What follows belongs to an exercise in optimizing a design on an open flow for small area, a short achievable clock period and few clock cycles; a production flow would make more cautious choices.
Where RTL was checked, it was by simulation tests only, not by an equivalence proof against the original.
Power figures rest on the tool's default switching activity, not on a simulated workload.

Setup of before:
Design happy_face, start of the top module:
module happy_face (
    input wire signed [31:0] s_x,
    input wire signed [31:0] s_y,
    input wire signed [31:0] height,
    input wire __clock,
    input wire __reset,
    input wire __start,
    input wire __ready,
    output reg __valid,
    output reg __done,
    output reg signed [31:0] __output_0,
    output reg signed [31:0] __output_1
);
For scale: ~1800 cells after synthesis, roughly 120 flip-flops, roughly 14000 µm² of cells after synthesis.
clock: 20.0 ns
lec_check: 0
cap_margin: 20
core_margin: 2
core_utilization: 40
slew_margin: 20
run.sh (not shown) runs the stock make flow with config.mk's settings and CLKGATE_MAP_FILE= SYNTH_SCRIPT=/design/flow/synth_recipe.tcl, a recipe that flattens the netlist after the stock synthesis.
Testbench counts of before, summed over its fixed seeds: cycles 31,968.
[inputs] after vs before
--- a/flow/design.v
+++ b/flow/design.v
@@ -16,44 +16,74 @@
     reg [2:0] ph;
     reg [2:0] k;       
     reg eye;           
     reg neg;           
     reg decf;          
     reg [9:0] x;       
     reg [10:0] y;      
     reg [11:0] g;      
     reg [8:0] q;       
     wire adv = __ready | ~__valid;
+    function automatic [12:0] add12(input [11:0] a, input [11:0] b, input ci);
+        reg c;
+        integer i;
+        begin
+            c = ci;
+            for (i = 0; i < 12; i = i + 1) begin
+                add12[i] = a[i] ^ b[i] ^ c;
+                c = (a[i] & b[i]) | (c & (a[i] ^ b[i]));
+            end
+            add12[12] = c;
+        end
+    endfunction
+    function automatic [31:0] add32(input [31:0] a, input [31:0] b, input ci);
+        reg c;
+        integer i;
+        begin
+            c = ci;
+            for (i = 0; i < 32; i = i + 1) begin
+                add32[i] = a[i] ^ b[i] ^ c;
+                c = (a[i] & b[i]) | (c & (a[i] ^ b[i]));
+            end
+        end
+    endfunction
     wire [31:0] hfull = {neg, q, x, ~g[11], y};
     reg [9:0] div3;
     reg [1:0] r3;
     reg [2:0] t3;
     integer b;
     always @* begin
         r3 = 2'd0;
         for (b = 9; b >= 0; b = b - 1) begin
             t3 = {r3, y[b]};
             div3[b] = (t3 >= 3'd3);
             r3 = div3[b] ? (t3 - 3'd3) : t3[1:0];
         end
     end
-    wire [9:0] xinc = x + 10'd1;
+    wire [12:0] xinc_f = add12({2'b00, x}, 12'd0, 1'b1);
+    wire [9:0] xinc = xinc_f[9:0];
     wire dec = ~g[11] & (|g[10:0]);
     wire signed [11:0] ys = {y[10], y};
     wire signed [11:0] xs = {2'b00, x};
-    wire cont = ys >= xs;
-    wire [11:0] S = xs + ys;
-    wire [11:0] Sd = S - {11'd0, dec};
+    wire [12:0] cmp_f = add12(ys, ~xs, 1'b1);
+    wire cont = ~cmp_f[11];
+    wire [12:0] S_f = add12(xs, ys, 1'b0);
+    wire [11:0] S = S_f[11:0];
+    wire [12:0] Sd_f = add12(S, {12{dec}}, 1'b0);
+    wire [11:0] Sd = Sd_f[11:0];
     wire lastrow = (xinc == {1'b0, q});
     wire lastcol = (y == 11'd1);
     wire qz = (q == 9'd0);
     wire [3:0] n = {eye, k};
+    wire [11:0] gop = (k == 3'd0) ? {1'b0, xinc, 1'b1} : (k == 3'd1) ? 12'd4 : {~y, 1'b1};
+    wire [12:0] gsum = add12(g, gop, k[2]);
+    wire [12:0] ydec = add12({1'b0, y}, {12{dec | (ph == EYE)}}, 1'b0);
     wire [11:0] y2m = y[10] ? 12'd2 : {y, 1'b0};
     wire ysg = y[10];
     reg [11:0] p0, p1;
     reg hi0, hi1, inv0, inv1, c0, c1, en0, en1;
     always @* begin
         p0 = 12'd0; p1 = 12'd0;
         hi0 = 1'b0; hi1 = 1'b0;
         inv0 = 1'b0; inv1 = 1'b0;
         c0 = 1'b0; c1 = 1'b0;
         en0 = 1'b0; en1 = 1'b0;
@@ -111,22 +141,22 @@
                     4'd8, 4'd9: begin inv0 = 1'b1; c0 = 1'b1; en0 = 1'b1; end
                     default: ;
                 endcase
             end
             default: ;
         endcase
     end
     wire [19:0] hh = hfull[31:12] & {20{neg}};
     wire [31:0] d0 = {hi0 ? hh : 20'd0, p0} ^ {32{inv0}};
     wire [31:0] d1 = {hi1 ? hh : 20'd0, p1} ^ {32{inv1}};
-    wire [31:0] sum0 = __output_0 + d0 + {31'd0, c0};
-    wire [31:0] sum1 = __output_1 + d1 + {31'd0, c1};
+    wire [31:0] sum0 = add32(__output_0, d0, c0);
+    wire [31:0] sum1 = add32(__output_1, d1, c1);
     always @(posedge __clock) begin
         if (__start) begin
             __output_0 <= s_x;
             __output_1 <= s_y;
         end else if (!__reset && adv) begin
             if (en0) __output_0 <= sum0;
             if (en1) __output_1 <= sum1;
         end
     end
     always @(posedge __clock) begin
@@ -152,27 +182,26 @@
                     decf <= 1'b0;
                     if (neg) begin
                         ph <= NEGM;
                     end else begin
                         ph <= CIRC;
                         q <= div3[8:0];
                     end
                 end
                 CIRC: begin
                     k <= k + 3'd1;
-                    if (k == 3'd0) g <= g + {1'b0, xinc, 1'b1};
-                    if (k == 3'd1 && decf) g <= g + 12'd4;
+                    if (k == 3'd0 || (k == 3'd1 && decf)) g <= gsum[11:0];
                     if (k == 3'd7) begin
                         if (cont) begin
                             x <= xinc;
-                            y <= y - {10'd0, dec};
-                            if (dec) g <= g + {~y, 1'b1} + 12'd1;
+                            y <= ydec[10:0];
+                            if (dec) g <= gsum[11:0];
                             decf <= dec;
                         end else if (neg | qz) begin
                             ph <= DONE;
                             __done <= 1'b1;
                         end else begin
                             ph <= EPRE;
                             __valid <= 1'b0;
                             x <= 10'd0;
                             y <= {2'b00, q};
                         end
@@ -180,21 +209,21 @@
                 end
                 EPRE: begin
                     ph <= EYE;
                     __valid <= 1'b1;
                 end
                 EYE: begin
                     if (!lastrow) begin
                         x <= xinc;
                     end else if (!lastcol) begin
                         x <= 10'd0;
-                        y <= y - 11'd1;
+                        y <= ydec[10:0];
                     end else if (!eye) begin
                         ph <= ESW;
                         __valid <= 1'b0;
                         x <= 10'd0;
                         y <= {2'b00, q};
                         eye <= 1'b1;
                     end else begin
                         ph <= DONE;
                         __done <= 1'b1;
                     end
Results
- Compared with before, in after depth of the worst register-to-register path moved up; met3 wire length lower; clock-buffer cell count went down by 1; proportion of synthesized area in mux cells went up 5.3 points; setup slack after layout now sits lower.
- Proportion of cell area spent on the clock network, before and after: larger value in after
- Relative contribution of the clock network to total power up 0.9 points in after wrt before
- Diff before -> after: detailed-route wire length now sits lower, fraction of area in multi-input gates lower, final critical-path required period higher.
For after, only the layout was checked, not whether the RTL still works.


rev 12:
Another version of the RTL of happy_face (not shown whole).
For scale: about 1,600 cells after synthesis, about 170 I/O pins.
==> flow/config.mk <==
export PLATFORM = sky130hd
export DESIGN_NAME = happy_face
export DESIGN_NICKNAME = happy_face
export VERILOG_FILES = /design/flow/design.v
export SDC_FILE = /design/flow/constraint.sdc
export NUM_CORES = 4
export LEC_CHECK = 0
export ABC_AREA = 1
export CAP_MARGIN = 20
export CORE_MARGIN = 2
export CORE_UTILIZATION = 55
export SLEW_MARGIN = 20
==> flow/constraint.sdc <==
create_clock -name core_clock -period 20.0 [get_ports {__clock}]
set_input_delay 4.0000 -clock core_clock [delete_from_list [all_inputs] [get_ports {__clock}]]
set_output_delay 4.0000 -clock core_clock [all_outputs]
set_load 0.01 [all_outputs]
standard.sh (not shown) runs the stock make flow with config.mk's settings and CLKGATE_MAP_FILE= SYNTH_SCRIPT=/design/flow/synth_recipe.tcl, a recipe that flattens the netlist after the stock synthesis.
==> flow/flow/run.sh <==
#!/bin/bash
# Standard layout, with plain buffers on the ports instead of delay buffers, a clock tree of
# smaller buffers without dummy loads, and timing repair that aims well below the clock period.
set -euo pipefail
export BUFFER_PORTS_ARGS="-buffer_cell sky130_fd_sc_hd__buf_1"
export CTS_ARGS="-sink_clustering_enable -repair_clock_nets -dont_use_dummy_load -buf_list {sky130_fd_sc_hd__clkbuf_4 sky130_fd_sc_hd__clkbuf_8}"
export SETUP_SLACK_MARGIN=14.75
bash standard.sh > standard.log 2>&1
Testbench counts of rev 12, summed over its fixed seeds: cycles 31,968.
#### Input delta (rev 13 over rev 12)
--- a/flow/design.v
+++ b/flow/design.v
@@ -16,13 +16,12 @@
     reg [2:0] ph;
     reg [7:0] k;       
     reg eye;           
     reg neg;           
     reg decr;          
     reg contf;         
-    reg lastcolf;      
     reg [9:0] x;       
     reg [10:0] y;      
     reg [11:0] s;      
     reg [11:0] g;      
     reg [9:0] q;       
     reg [1:0] r3;      
@@ -79,12 +78,13 @@
     wire [11:0] gsum;
     hf_add12 u_gadd (.a(g), .b(gop), .ci(k1), .s(gsum));
     wire [11:0] x2 = {1'b0, x, 1'b0};
     wire [11:0] y2 = y[10] ? 12'd2 : {y, 1'b0};    
     wire ysg = y[10];
     wire lastrow = (y == 11'd0);
+    wire lastcolf = (x == sd[9:0]);
     wire s0_x2 = iCIRC & k1;
     wire s0_s = (iCIRC & (k3 | (k7 & contf))) | iNEGM;
     wire s0_y2 = iCIRC & k5;
     wire s0_y = iCIRC & k7 & ~contf;
     wire s0_sd = iEYE & lastrow & lastcolf;
     wire [11:0] p0 = ({12{s0_x2}} & x2) | ({12{s0_s}} & s) | ({12{s0_y2}} & y2) |
@@ -183,13 +183,12 @@
             end
             if (divstep) begin
                 q <= {q[7:0], qd};
                 r3 <= rn;
             end
             if (iCIRC & k2) bnegf <= dec_now & sz[12];
-            if (iEPRE | iEYE) lastcolf <= (x_next == sd[9:0]);
         end
     end
     always @(posedge __clock) begin
         if (__start) begin
             ph <= INIT;
             __valid <= 1'b0;
### Flow results
Looking at rev 13 and rev 12, the clock latency reported for the late side of the worst-skew pair is a wash.
Proportion of cell area occupied by registers in rev 13 vs rev 12: down 0.77 points
Number of post-CTS setup repair buffers for rev 13 is higher than for rev 12.
Compared with rev 12, rev 13 shows a fmax that is about 1.4% lower.
Final cell count without fillers came out lower on rev 13 than on rev 12.
Final period demand of the worst path sits higher in rev 13 than in rev 12.
Compared with rev 12, in rev 13 global-route wire length before repair comparable, design area picked up an extra about 2%, post-route total power higher, overall routing resource usage ~0 delta.
Rev 13 and rev 12 ended up with nearly the same die boundary width.
In the metrics for rev 13 and rev 12, the one carrying the higher count of plain and timing-repair buffers in the layout is rev 13.
The final layout from rev 13, which completed every stage, passed the timing, DRC and antenna checks at the end of the flow.
Looking at clock power share across rev 13 and rev 12, the one that comes out higher is rev 12.
For rev 13, only the layout was checked, not whether the RTL still works.


Setup of north:
Another version of the RTL of happy_face (not shown whole).
For scale: ~1,400 cells after synthesis, ~140 flip-flops, ~170 I/O pins, about 0.013 mm2 of cells after synthesis.
clock: 20.0 ns
lec_check: 0
cap_margin: 20
core_margin: 2
core_utilization: 40
slew_margin: 20
==> flow/flow/run.sh <==
#!/bin/bash
# Standard layout, with plain buffers on the ports instead of delay buffers, a clock tree of
# smaller buffers without dummy loads, and timing repair that aims well below the clock period.
set -euo pipefail
export BUFFER_PORTS_ARGS="-buffer_cell sky130_fd_sc_hd__buf_1"
export CTS_ARGS="-sink_clustering_enable -repair_clock_nets -dont_use_dummy_load -buf_list {sky130_fd_sc_hd__clkbuf_4 sky130_fd_sc_hd__clkbuf_8}"
export SETUP_SLACK_MARGIN=14.5
bash standard.sh > standard.log 2>&1
Input-level comparison between middle and north:
--- a/flow/design.v
+++ b/flow/design.v
@@ -22,18 +22,19 @@
     reg lastcolf;      
     reg [9:0] x;       
     reg [10:0] y;      
     reg [11:0] s;      
     reg [11:0] g;      
     reg [9:0] q;       
     reg [1:0] r3;      
     reg lastrowf;      
     reg bnegf;         
+    reg qzf;           
     wire adv = __ready | ~__valid;
     wire go = ~__start & ~__reset & adv;
     wire iINIT = (ph == INIT);
     wire iCIRC = (ph == CIRC);
     wire iEPRE = (ph == EPRE);
     wire iEYE = (ph == EYE);
     wire iESW = (ph == ESW);
     wire iDONE = (ph == DONE);
     wire iNEGM = (ph == NEGM);
@@ -50,19 +51,19 @@
         for (i = 0; i < 11; i = i + 1) ydec[i] = y[i] ^ (~|(y & ((11'd1 << i) - 11'd1)));
         for (i = 0; i < 12; i = i + 1) sinc[i] = s[i] ^ (&(s | ~((12'd1 << i) - 12'd1)));
         for (i = 0; i < 13; i = i + 1) sz[i] = ~|(s & ((13'd1 << i) - 13'd1));
         for (i = 0; i < 12; i = i + 1) sd[i] = s[i] ^ (decr & sz[i]);
     end
     wire bneg = bnegf;
     wire dec_now = ~g[11] & (|g[10:0]);         
     wire [11:0] ycmp = {y[10], y} - {2'b00, x};
     wire cont_now = ~ycmp[11];                   
-    wire qz = (q == 10'd0);
+    wire qz = qzf;
     wire [3:0] dv = {r3, q[9:8]};
     reg [1:0] qd, rn;
     always @* begin
         case (dv)
             4'd0: begin qd = 2'd0; rn = 2'd0; end
             4'd1: begin qd = 2'd0; rn = 2'd1; end
             4'd2: begin qd = 2'd0; rn = 2'd2; end
             4'd3: begin qd = 2'd1; rn = 2'd0; end
             4'd4: begin qd = 2'd1; rn = 2'd1; end
@@ -111,19 +112,19 @@
                 if (k2) begin en1 = 1'b1; inv1 = ~ysg; c1 = ~ysg; end
                 if (k3) begin en0 = 1'b1; en1 = 1'b1; end
                 if (k4) begin en1 = 1'b1; inv1 = 1'b1; c1 = 1'b1; end
                 if (k5) begin en0 = 1'b1; inv0 = ~ysg; c0 = ~ysg; en1 = 1'b1; end
                 if (k6) begin en1 = 1'b1; inv1 = 1'b1; c1 = 1'b1; end
                 if (k7) begin
                     if (contf) begin
                         en0 = 1'b1; c0 = 1'b1; en1 = 1'b1; inv1 = bneg;
                     end else begin
-                        en0 = 1'b1; en1 = 1'b1;
+                        en0 = ~qz; en1 = ~qz;
                     end
                 end
             end
             EPRE: begin en0 = 1'b1; en1 = 1'b1; end
             EYE: begin
                 if (!lastrow) begin
                     en1 = 1'b1; c1 = 1'b1;
                 end else if (!lastcolf) begin
                     en0 = 1'b1; c0 = 1'b1; en1 = 1'b1; inv1 = 1'b1; c1 = 1'b1;
@@ -180,18 +181,19 @@
             if ((iCIRC & k0) | (iCIRC & k1 & decr)) g <= gsum;
             if (iINIT & ~neg) begin
                 q <= s[9:0];
                 r3 <= 2'd0;
             end
             if (divstep) begin
                 q <= {q[7:0], qd};
                 r3 <= rn;
             end
+            if (iCIRC & k5) qzf <= (q == 10'd0);
             if (iCIRC & k2) bnegf <= dec_now & sz[12];
             if (iEPRE | iEYE) lastrowf <= (y_next == 11'd0);
             if (iEPRE | iEYE) lastcolf <= (x_next == sd[9:0]);
         end
     end
     always @(posedge __clock) begin
         if (__start) begin
             ph <= INIT;
             __valid <= 1'b0;
middle: PASS, flow complete, no timing, DRC or antenna violations. Taking north as the reference, in middle total power consumption of the routed design moved up; via count of the routed design grew by 186. Per the comparison of middle with north, first-pass GRT wire length +about 2.7%, period utilization +0.32 points, routed length on met3 -240 um.
Testbench counts of middle, summed over its fixed seeds: cycles 31,968.
The RTL of north was laid out without a check of its function.


## job 101
happy_face, a different RTL version from the one above (not shown whole).
Size in the first run: about 1500 cells after synthesis, ~140 flip-flops, about 12000 µm² of cells after synthesis.
clock: 20.0 ns
lec_check: 0
abc_area: 1
cap_margin: 20
core_margin: 2
core_utilization: 55
slew_margin: 20
==> flow/flow/run.sh <==
#!/bin/bash
# Standard layout, with plain buffers on the ports instead of delay buffers, a clock tree of
# smaller buffers without dummy loads, and timing repair that aims well below the clock period.
set -euo pipefail
export BUFFER_PORTS_ARGS="-buffer_cell sky130_fd_sc_hd__buf_1"
export CTS_ARGS="-sink_clustering_enable -repair_clock_nets -dont_use_dummy_load -buf_list {sky130_fd_sc_hd__clkbuf_4 sky130_fd_sc_hd__clkbuf_8}"
export SETUP_SLACK_MARGIN=14.75
bash standard.sh > standard.log 2>&1
The inputs of job 102 differ from those of job 101 as listed below.
diff --git a/flow/design.v b/flow/design.v
--- a/flow/design.v
+++ b/flow/design.v
@@ -20,16 +20,18 @@
     reg decr;          
     reg contf;         
     reg lastcolf;      
     reg [9:0] x;       
     reg [10:0] y;      
     reg [11:0] s;      
     reg [11:0] g;      
     reg [9:0] q;       
+    reg [1:0] r3;      
+    reg lastrowf;      
     reg bnegf;         
     wire adv = __ready | ~__valid;
     wire go = ~__start & ~__reset & adv;
     wire iINIT = (ph == INIT);
     wire iCIRC = (ph == CIRC);
     wire iEPRE = (ph == EPRE);
     wire iEYE = (ph == EYE);
     wire iESW = (ph == ESW);
@@ -50,35 +52,42 @@
         for (i = 0; i < 13; i = i + 1) sz[i] = ~|(s & ((13'd1 << i) - 13'd1));
         for (i = 0; i < 12; i = i + 1) sd[i] = s[i] ^ (decr & sz[i]);
     end
     wire bneg = bnegf;
     wire dec_now = ~g[11] & (|g[10:0]);         
     wire [11:0] ycmp = {y[10], y} - {2'b00, x};
     wire cont_now = ~ycmp[11];                   
     wire qz = (q == 10'd0);
-    reg [9:0] div3;
-    reg [1:0] r3c;
-    reg [2:0] t3c;
-    integer bb;
+    wire [3:0] dv = {r3, q[9:8]};
+    reg [1:0] qd, rn;
     always @* begin
-        r3c = 2'd0;
-        for (bb = 9; bb >= 0; bb = bb - 1) begin
-            t3c = {r3c, s[bb]};
-            div3[bb] = (t3c >= 3'd3);
-            r3c = div3[bb] ? (t3c - 3'd3) : t3c[1:0];
-        end
+        case (dv)
+            4'd0: begin qd = 2'd0; rn = 2'd0; end
+            4'd1: begin qd = 2'd0; rn = 2'd1; end
+            4'd2: begin qd = 2'd0; rn = 2'd2; end
+            4'd3: begin qd = 2'd1; rn = 2'd0; end
+            4'd4: begin qd = 2'd1; rn = 2'd1; end
+            4'd5: begin qd = 2'd1; rn = 2'd2; end
+            4'd6: begin qd = 2'd2; rn = 2'd0; end
+            4'd7: begin qd = 2'd2; rn = 2'd1; end
+            4'd8: begin qd = 2'd2; rn = 2'd2; end
+            4'd9: begin qd = 2'd3; rn = 2'd0; end
+            4'd10: begin qd = 2'd3; rn = 2'd1; end
+            default: begin qd = 2'd3; rn = 2'd2; end
+        endcase
     end
+    wire divstep = iCIRC & (x == 10'd0) & (k0 | k1 | k2 | k3 | k4);
     wire [11:0] gop = k1 ? {~ydec, 1'b1} : {1'b0, xinc, 1'b1};
     wire [11:0] gsum;
     hf_add12 u_gadd (.a(g), .b(gop), .ci(k1), .s(gsum));
     wire [11:0] x2 = {1'b0, x, 1'b0};
     wire [11:0] y2 = y[10] ? 12'd2 : {y, 1'b0};    
     wire ysg = y[10];
-    wire lastrow = (y == 11'd0);
+    wire lastrow = lastrowf;
     wire s0_x2 = iCIRC & k1;
     wire s0_s = (iCIRC & (k3 | (k7 & contf))) | iNEGM;
     wire s0_y2 = iCIRC & k5;
     wire s0_y = iCIRC & k7 & ~contf;
     wire s0_sd = iEYE & lastrow & lastcolf;
     wire [11:0] p0 = ({12{s0_x2}} & x2) | ({12{s0_s}} & s) | ({12{s0_y2}} & y2) |
                      ({12{s0_y}} & {1'b0, y}) | ({12{s0_sd}} & sd) |
                      (iEPRE ? 12'd10 : 12'd0) | (iESW ? 12'd20 : 12'd0);
@@ -164,18 +173,26 @@
             q <= height[31:22];
             neg <= height[31];
         end else if (go) begin
             if (x_inc | x_clr) x <= x_next;
             if (y_dn | y_ld) y <= y_next;
             if (iCIRC & k7 & contf & ~decr) s <= sinc;
             if (exit_eye) s <= {2'b00, q};
             if ((iCIRC & k0) | (iCIRC & k1 & decr)) g <= gsum;
-            if (iINIT & ~neg) q <= div3;
+            if (iINIT & ~neg) begin
+                q <= s[9:0];
+                r3 <= 2'd0;
+            end
+            if (divstep) begin
+                q <= {q[7:0], qd};
+                r3 <= rn;
+            end
             if (iCIRC & k2) bnegf <= dec_now & sz[12];
+            if (iEPRE | iEYE) lastrowf <= (y_next == 11'd0);
             if (iEPRE | iEYE) lastcolf <= (x_next == sd[9:0]);
         end
     end
     always @(posedge __clock) begin
         if (__start) begin
             ph <= INIT;
             __valid <= 1'b0;
             __done <= 1'b0;
Findings:
Job 102 vs. job 101: total power decreased by 21% relative to the old numbers; global-route usage increased by 0.63 points relative to the old numbers; final cell count increased by 2.1% relative to the old numbers; total number of vias increased by about 2.5% relative to the old numbers; power density over cell area decreased by 16% relative to the old numbers. Compared with job 101, cell-internal power in job 102 decreased by more than 10%. Compared with job 101, job 102 shows routed wire length higher by about 2.7%. The synthesized cell area in job 102 sits about 3.6% above the value recorded for job 101.
Testbench counts of job 102, summed over its fixed seeds: cycles 31,968.
The RTL of job 101 was laid out without a check of its function.

-- static timing again, ports no longer ideal --
No port has a modelled driver above. Below, the same layouts with a new extraction and two added sets of constraints.
Step 1: set_driving_cell puts a clkbuf_16 on __clock and a buf_2 on each other input, an assumption about the parent block.
Step 2 moves the port delays by t, midway between the first and last clock arrival at a register: inputs arrive t later, outputs are due t later. That takes back most of the time a late clock gives input paths.
Slacks: ideal ports / drivers / drivers and shift; pairs: ideal ports / drivers.
run | t, ns | slack for setup (ns) | hold WS [ns] | worst setup path after step 2 | worst slew at a driven data input, ns
before | 0.499 | 12.186 / 12.186 / 12.186 | 0.557 / 0.557 / 0.557 | register to register | 0.07
after | 0.470 | 0.629 / 0.629 / 0.629 | 0.501 / 0.501 / 0.501 | register to register | 0.04
rev 12 | 0.506 | 14.888 / 14.848 / 14.398 | 0.483 / 0.483 / 0.483 | input to register | 0.04
rev 13 | 0.508 | 14.817 / 14.830 / 14.323 | 0.465 / 0.465 / 0.465 | input to register | 0.04
north | 0.500 | 14.609 / 14.608 / 14.108 | 0.530 / 0.530 / 0.530 | input to register | 0.09
middle | 0.514 | 14.544 / 14.544 / 14.062 | 0.510 / 0.510 / 0.510 | input to register | 0.04
job 101 | 0.502 | 14.690 / 14.677 / 14.175 | 0.494 / 0.494 / 0.494 | input to register | 0.06
job 102 | 0.487 | 14.770 / 14.763 / 14.276 | 0.514 / 0.514 / 0.514 | input to register | 0.07
After both steps setup and hold are still met in every run listed. For job 101, which loses most, drivers alone change the setup slack by -0.013 ns; drivers and shift together by -0.515 ns.
